Background: an optimization exercise with open tools, aiming at small area. Do not read the settings as production practice. RTL that was checked went through simulation tests only; none was proved equivalent to the original. Power is estimated from default activity; no workload was simulated.

==> job 7241: inputs <==
// delqa_ethmac
module delqa_ethmac(
   input          clk,         
   input          rst,         
   input          rx_ena,      
   input          loop,        
   input          skipb,       
   input          tx_req,      
   input          rx_done,     
   input  [10:0]  tx_cnt,      
   output [9:0]   txb_adr,     
   input  [15:0]  txb_dat,     
   output         tx_done,     
   output         e_txen,      
   output [7:0]   e_txd,       
   input          e_rxdv,      
   input          e_rxer,      
   input  [7:0]   e_rxd,       
   output         rxb_we,      
   output [9:0]   rxb_adr,     
   output [15:0]  rxb_dat,     
   output [10:0]  rx_cnt,      
   output         rx_rdy,      
   output         rx_err,      
   output         rx_crc_err,  
   output [1:0]   sfrtyp,      
   output         mac_rdy,     
   output [47:0]  mac_data,    
   input          cmp_done,    
   input          cmp_res      
);
==> module ethreceive, before the edit <==
module ethreceive(
   input             clk,
   input             clr,
   input             rxena,
   input      [7:0]  datain,
   input             rxdv,
   input             rxer,
   input             rxdone,
   output     [10:0] rxcntb,
   output     [9:0]  rxbaddr,
   output     [15:0] rxbdata,
   output reg        rxwrn,
   output reg        rxrdy,
   output reg        err_gen,
   output reg        err_crc,
   output     [47:0] mac_data,
   output reg        mac_rdy,
   input             cmp_done,
   input             cmp_res,
   output reg [1:0]  sfrtyp
);
localparam IDLE    = 3'd0;
localparam SIX_55  = 3'd1;
localparam SPD_D5  = 3'd2;
localparam RX_DATA = 3'd3;
localparam RX_LAST = 3'd4;
localparam RX_CRC  = 3'd5;
localparam CHK_MAC = 3'd6;
localparam FINISH  = 3'd7;
reg  [2:0]  st;
reg  [10:0] n;
reg  [47:0] recmac;
reg  [7:0]  hi, lo;
reg         crc_bad;
reg  [31:0] crc;
wire s_data = (st == RX_DATA);
wire s_last = (st == RX_LAST);
wire byte_ok = s_data & rxdv & ~rxer;
wire n3 = (n == 11'd3);
assign mac_data = recmac;
assign rxbaddr  = n[10:1];
assign rxcntb   = {n[10:1] - 1'b1, n[0]};
assign rxbdata  = {hi & {8{~s_last}}, lo};
wire [1:0]  u = n[1:0];
wire [7:0]  tpre = {u == 2'd2 | u == 2'd0, u == 2'd1, 1'b0, u == 2'd0,
                    u == 2'd3 | u == 2'd0, u == 2'd1, u == 2'd1 | u == 2'd0, u != 2'd1};
wire [7:0]  t = s_data ? (crc[31:24] ^ {datain[0], datain[1], datain[2], datain[3],
                                        datain[4], datain[5], datain[6], datain[7]}) : tpre;
wire [31:0] crc_nxt;
crc_n crc_rx(.q(crc), .t(t), .nxt(crc_nxt));
always @(posedge clk) begin
   crc <= crc_nxt;
   if (s_data) crc_bad <= (crc != 32'hC704DD7B);
   if (~mac_rdy) recmac <= {datain, recmac[47:8]};
   if (byte_ok & ~n[0]) lo <= datain;
   if (byte_ok & n[0]) hi <= datain;
   else if (st == RX_CRC) hi[5:0] <= 6'd0;
   else if (st == CHK_MAC) hi[5:0] <= hi[5:0] + 1'b1;
   case (st)
      IDLE, SPD_D5: n <= 11'h7FE;
      SIX_55:  n <= n + 1'b1;
      RX_DATA: if (byte_ok) n <= n + 1'b1;
      default: ;
   endcase
   if (clr) begin
      st <= IDLE;
      rxrdy <= 1'b0;
      err_gen <= 1'b0;
      err_crc <= 1'b0;
      rxwrn <= 1'b0;
      mac_rdy <= 1'b0;
      sfrtyp <= 2'b00;
   end
   else begin
      case (st)
         IDLE: begin
            rxwrn <= 1'b0;
            mac_rdy <= 1'b0;
            sfrtyp <= 2'b00;
            if (rxdv & rxena & (datain == 8'h55)) begin
               err_gen <= 1'b0;
               err_crc <= 1'b0;
               st <= SIX_55;
            end
         end
         SIX_55: begin
            if (~rxer & rxdv & (datain == 8'h55)) begin
               if (n3) st <= SPD_D5;
            end
            else begin
               err_gen <= 1'b1;
               st <= IDLE;
            end
         end
         SPD_D5: begin
            if (~rxer & rxdv & (datain == 8'hD5))
               st <= RX_DATA;
            else begin
               err_gen <= 1'b1;
               st <= IDLE;
            end
         end
         RX_DATA: begin
            if (rxwrn & (n[10:1] == 10'd6)) begin
               if ({hi, lo} == 16'o0220) sfrtyp <= 2'b01;
               if ({hi, lo} == 16'o1140) sfrtyp <= 2'b10;
            end
            if (rxer) begin
               err_gen <= 1'b1;
               st <= IDLE;
            end
            else if (rxdv) begin
               if (n3) mac_rdy <= 1'b1;
               rxwrn <= n[0];
            end
            else begin
               rxwrn <= 1'b0;
               st <= RX_LAST;
            end
         end
         RX_LAST: begin
            if (n[0] & ~rxwrn)
               rxwrn <= 1'b1;
            else begin
               rxwrn <= 1'b0;
               st <= RX_CRC;
            end
         end
         RX_CRC: begin
            if (crc_bad) err_crc <= 1'b1;
            st <= CHK_MAC;
         end
         CHK_MAC: begin
            if (cmp_done)
               st <= cmp_res ? FINISH : IDLE;
            else if (hi[5:0] == 6'd63)
               st <= IDLE;
         end
         FINISH: begin
            if (rxdone) begin
               rxrdy <= 1'b0;
               st <= IDLE;
            end
            else rxrdy <= 1'b1;
         end
      endcase
   end
end
endmodule
clock: 8.0 ns
lec_check: 0
cap_margin: 20
core_margin: 2
core_utilization: 40
slew_margin: 20
standard.sh (not shown) runs the stock make flow with config.mk's settings and CLKGATE_MAP_FILE= SYNTH_SCRIPT=/design/flow/synth_recipe.tcl, a recipe that flattens the netlist after the stock synthesis.
==> flow/flow/run.sh <==
#!/bin/bash
# Standard ORFS layout (the standard.sh) with three changes:
#  - synthesis maps logic with the best of several area-oriented ABC
#    scripts (flow/synth.tcl);
#  - the port buffers that global placement inserts are the smallest buffer;
#  - clock tree synthesis uses clkbuf_8 and no dummy loads.
set -euo pipefail
here=$(pwd)
export BUFFER_PORTS_ARGS="-buffer_cell sky130_fd_sc_hd__buf_1"
export CTS_ARGS="-sink_clustering_enable -repair_clock_nets -buf_list sky130_fd_sc_hd__clkbuf_8 -sink_clustering_size 30 -sink_buffer_max_cap_derate 1.0 -dont_use_dummy_load"
bash standard.sh SYNTH_SCRIPT="$here/flow/synth.tcl" finish > standard_flow.log 2>&1
==> flow/flow/abc_a11.script <==
strash
&get -n
&st
&dc2
&syn2
&dch -f
&nf -R 1000
&put
topo
==> flow/flow/abc_a13.script <==
strash
&get -n
&st
&syn2
&dch -f
&put
amap
topo
==> flow/flow/abc_b6.script <==
strash
&get -n
&st
&syn2
&dch -f
&nf -R 1000
&put
strash
&get -n
&st
&dch -f
&nf -R 1000
&put
topo
==> flow/flow/abc_b7.script <==
strash
&get -n
&st
&syn2
&dch -f
&nf -R 1000
&st
&dch -f
&put
amap
topo
==> flow/flow/abc_c1.script <==
strash
&get -n
&st
&syn2
&dch -f
&nf -R 1000
&put
strash
&get -n
&st
&dch -f
&nf -R 1000
&put
strash
&get -n
&st
&dch -f
&nf -R 1000
&put
topo
==> flow/flow/abc_c3.script <==
strash
&get -n
&st
&syn2
&dch -f
&nf -R 1000
&put
strash
&get -n
&st
&syn2
&dch -f
&nf -R 1000
&put
strash
&get -n
&st
&dch -f
&nf -R 1000
&put
topo
==> flow/flow/abc_c4.script <==
strash
&get -n
&st
&syn2
&dch -f
&nf -R 1000
&put
strash
&get -n
&st
&dch -f
&nf -R 1000
&put
strash
&get -n
&st
&dch -f
&nf -R 1000
&put
strash
&get -n
&st
&dch -f
&nf -R 1000
&put
strash
&get -n
&st
&dch -f
&nf -R 1000
&put
strash
&get -n
&st
&dch -f
&nf -R 1000
&put
topo
==> flow/flow/abc_e1.script <==
strash
&get -n
&st
&syn2
&dch -f
&nf -R 1000
&put
strash
&get -n
&st
&syn2
&dch -f
&nf -R 1000
&put
strash
&get -n
&st
&syn2
&dch -f
&nf -R 1000
&put
strash
&get -n
&st
&dch -f
&nf -R 1000
&put
topo
==> flow/flow/abc_e2.script <==
strash
&get -n
&st
&syn2
&dch -f
&nf -R 1000
&put
strash
&get -n
&st
&syn2
&dch -f
&nf -R 1000
&put
strash
&get -n
&st
&dch -f
&nf -R 1000
&put
strash
&get -n
&st
&dch -f
&nf -R 1000
&put
topo
==> flow/flow/abc_e5.script <==
strash
&get -n
&st
&syn3
&dch -f
&nf -R 1000
&put
strash
&get -n
&st
&syn2
&dch -f
&nf -R 1000
&put
strash
&get -n
&st
&dch -f
&nf -R 1000
&put
topo
==> flow/flow/abc_e6.script <==
strash
&get -n
&st
&syn2
&dch -f
&nf -R 1000
&put
strash
&get -n
&st
&syn3
&dch -f
&nf -R 1000
&put
strash
&get -n
&st
&dch -f
&nf -R 1000
&put
topo
==> flow/flow/synth.tcl <==
# The standard flow's synthesis script (synth_recipe.tcl in the work folder), with one
# change: Yosys's abc step maps the logic with each of the area-oriented ABC
# scripts flow/abc_*.script in turn and keeps the mapping with the smallest
# cell area, instead of using ORFS's speed script. Registers are mapped
# before abc, so they are the same as in the standard synthesis.
set flow_dir [file dirname [file normalize [info script]]]
proc abc {args} {
  global flow_dir
  set i [lsearch -exact $args -script]
  set best ""
  set best_area 1e18
  yosys design -save pre_abc
  foreach s [lsort [glob [file join $flow_dir abc_*.script]]] {
    yosys design -load pre_abc
    lset args [expr {$i + 1}] $s
    yosys abc {*}$args
    set f $::env(OBJECTS_DIR)/abc_try_stat.txt
    yosys tee -q -o $f stat -liberty [lindex $::env(LIB_FILES) 0]
    set fp [open $f r]
    set txt [read $fp]
    close $fp
    regexp {Chip area for module '[^']*': ([0-9.]+)} $txt -> area
    puts "ABC script [file tail $s]: area $area"
    if {$area < $best_area} {
      set best_area $area
      set best $s
      yosys design -save best_abc
    }
  }
  yosys design -load best_abc
  puts "ABC script kept: [file tail $best], area $best_area"
}
source [file join [file dirname $flow_dir] synth_recipe.tcl]
==> job 590: changes against job 7241 <==
--- a/flow/design.v
+++ b/flow/design.v
@@ -137,6 +137,7 @@
 reg  [10:0] n;
 reg  [47:0] recmac;
 reg  [7:0]  hi, lo;
+reg  [5:0]  tmo;
 reg         crc_bad;
 reg  [31:0] crc;
 wire s_data = (st == RX_DATA);
@@ -157,11 +158,11 @@
 always @(posedge clk) begin
    crc <= crc_nxt;
    if (s_data) crc_bad <= (crc != 32'hC704DD7B);
-   if (~mac_rdy) recmac <= {datain, recmac[47:8]};
+   if (byte_ok & ~mac_rdy) recmac <= {datain, recmac[47:8]};
    if (byte_ok & ~n[0]) lo <= datain;
-   if (byte_ok & n[0]) hi <= datain;
-   else if (st == RX_CRC) hi[5:0] <= 6'd0;
-   else if (st == CHK_MAC) hi[5:0] <= hi[5:0] + 1'b1;
+   if (byte_ok &  n[0]) hi <= datain;
+   if (st == RX_CRC) tmo <= 6'd0;
+   else if (st == CHK_MAC) tmo <= tmo + 1'b1;
    case (st)
       IDLE, SPD_D5: n <= 11'h7FE;
       SIX_55:  n <= n + 1'b1;
@@ -239,7 +240,7 @@
          CHK_MAC: begin
             if (cmp_done)
                st <= cmp_res ? FINISH : IDLE;
-            else if (hi[5:0] == 6'd63)
+            else if (tmo == 6'd63)
                st <= IDLE;
          end
          FINISH: begin
==> flow/flow/run.sh (replaced) <==
#!/bin/bash
# Standard ORFS layout (the standard.sh) with three changes:
#  - synthesis maps logic with an area-oriented ABC script (flow/synth.tcl);
#  - the port buffers that global placement inserts are the smallest buffer;
#  - clock tree synthesis uses clkbuf_8 and no dummy loads.
set -euo pipefail
here=$(pwd)
export BUFFER_PORTS_ARGS="-buffer_cell sky130_fd_sc_hd__buf_1"
export CTS_ARGS="-sink_clustering_enable -repair_clock_nets -buf_list sky130_fd_sc_hd__clkbuf_16 -dont_use_dummy_load"
bash standard.sh SYNTH_SCRIPT="$here/flow/synth.tcl" finish > standard_flow.log 2>&1
==> flow/flow/abc_area.script (new file) <==
strash
&get -n
&st
&dc2
&syn2
&dch -f
&nf -R 1000
&put
topo
==> flow/flow/synth.tcl (replaced) <==
# The standard flow's synthesis script (synth_recipe.tcl in the work folder), with one
# change: Yosys's abc step maps the logic with flow/abc_area.script, an
# area-oriented ABC script, instead of ORFS's speed script. Registers are
# mapped before abc, so they are the same as in the standard synthesis.
set flow_dir [file dirname [file normalize [info script]]]
proc abc {args} {
  global flow_dir
  set i [lsearch -exact $args -script]
  if {$i >= 0} { lset args [expr {$i + 1}] [file join $flow_dir abc_area.script] }
  yosys abc {*}$args
}
source [file join [file dirname $flow_dir] synth_recipe.tcl]
removed: flow/flow/abc_a11.script
removed: flow/flow/abc_a13.script
removed: flow/flow/abc_b6.script
removed: flow/flow/abc_b7.script
removed: flow/flow/abc_c1.script
removed: flow/flow/abc_c3.script
removed: flow/flow/abc_c4.script
removed: flow/flow/abc_e1.script
removed: flow/flow/abc_e2.script
removed: flow/flow/abc_e5.script
removed: flow/flow/abc_e6.script
==> comparison <==
- Between job 590 and job 7241, the lower final area is in job 7241 (gap about 5%, measured against job 7241).
- Synthesized cell count: job 590 is larger than job 7241 (about 1.6%).
- In via count, job 7241 and job 590 hardly differ.
- Of job 7241 and job 590, job 590 has the higher sequential cell count (gap 6).
- Between job 590 and job 7241, the lower setup slack is in job 7241 (gap 92 ps).
- In clock-buffer cell count, job 7241 and job 590 do not differ.
- Between job 590 and job 7241, the lower clock power is in job 7241 (gap about 50%, measured against job 7241).
- In job 7241 the clock skew is lower than in job 590, by 3.1 ps.
- Between job 590 and job 7241, the lower synthesized area is in job 7241 (gap about 2.4%, measured against job 7241).
- Between job 7241 and job 590, the lower sequential power is in job 590 (gap about 8%, measured against job 590).
- In job 7241 the first-iteration DRC count is higher than in job 590, by about 35%.
- Job 590 produced a clean layout. Job 7241 went through all stages and came out clean.
==> figures <==
| item | job 7241 | job 590 |
|---|---|---|
| Total area of multi-input combinational cells | 3330 um2 | 3410 um2 |
| Initial detailed-routing violation count | 417 | 308 |
| Clock-pin slew on the worst setup and hold paths | 80 ps | 60 ps |
| First-pass DRT Iterations | 4 | 5 |
| Maximum operating frequency | 227 MHz | 232 MHz |
| Non-clock buffer contribution to total cell area | 0.0710 | 0.0685 |
| Critical path launch point | skipb | loop |
| Relative contribution of combinational cells to total power | 0.491 | 0.470 |
| Highest ir drop seen on vdd | 0.219 mV | 0.247 mV |
| Worst hold margin | 427 ps | 422 ps |
| Switching pwr | 1.57 mW | 1.52 mW |
| Internal | 2.37 mW | 2.44 mW |
| Worst setup endpoint | ethsendm.p[4] | ethrcvm.st[2] |
| Sequential cell area fraction in the yosys report | 0.536 | 0.539 |
| Storage element area | 4040 um2 | 4160 um2 |
| Full die area | 20000 um2 | 20500 um2 |
| Multi-input gate share of total cell area | 0.387 | 0.377 |
| Mapped Area | 7550 um2 | 7730 um2 |
| Fraction of the mapped netlist area in compound gates | 0.0792 | 0.0610 |
| Clock tree skew after final layout | 18.8 ps | 21.9 ps |
| Final instance count without filler cells | 1076 | 1114 |
| Outcome | complete, no violations | complete, no violations |
| Post-synthesis instance total | 675 | 686 |
The RTL of job 7241 was laid out without a check of its function.

[port drivers added, routing unchanged]
In the flow no input, the clock included, has a driving cell. The finished layouts below were timed again as built, in two steps.
Step 1, drivers: a clkbuf_16 drives clk and a buf_2 each remaining input, both assumed.
Step 2, shift: input delay + t, output delay - t, t = (earliest + latest rising clock arrival at the registers) / 2. This alone moves slack from input paths to output paths.
a / b / c = ideal / step 1 / step 2; a / b = the first two.
run | t, ns | setup slack, ns | hold slack, ns | latest minus earliest clock arrival (ns)
job 7241 | 0.464 | 3.595 / 3.610 / 3.146 | 0.427 / 0.427 / 0.427 | 0.025 / 0.025
job 590 | 0.456 | 3.687 / 3.662 / 3.249 | 0.422 / 0.422 / 0.422 | 0.025 / 0.025
After both steps setup and hold are still met in every run listed. The setup slack of job 7241, which loses most, moves by +0.015 ns with the drivers and by -0.449 ns with both steps.
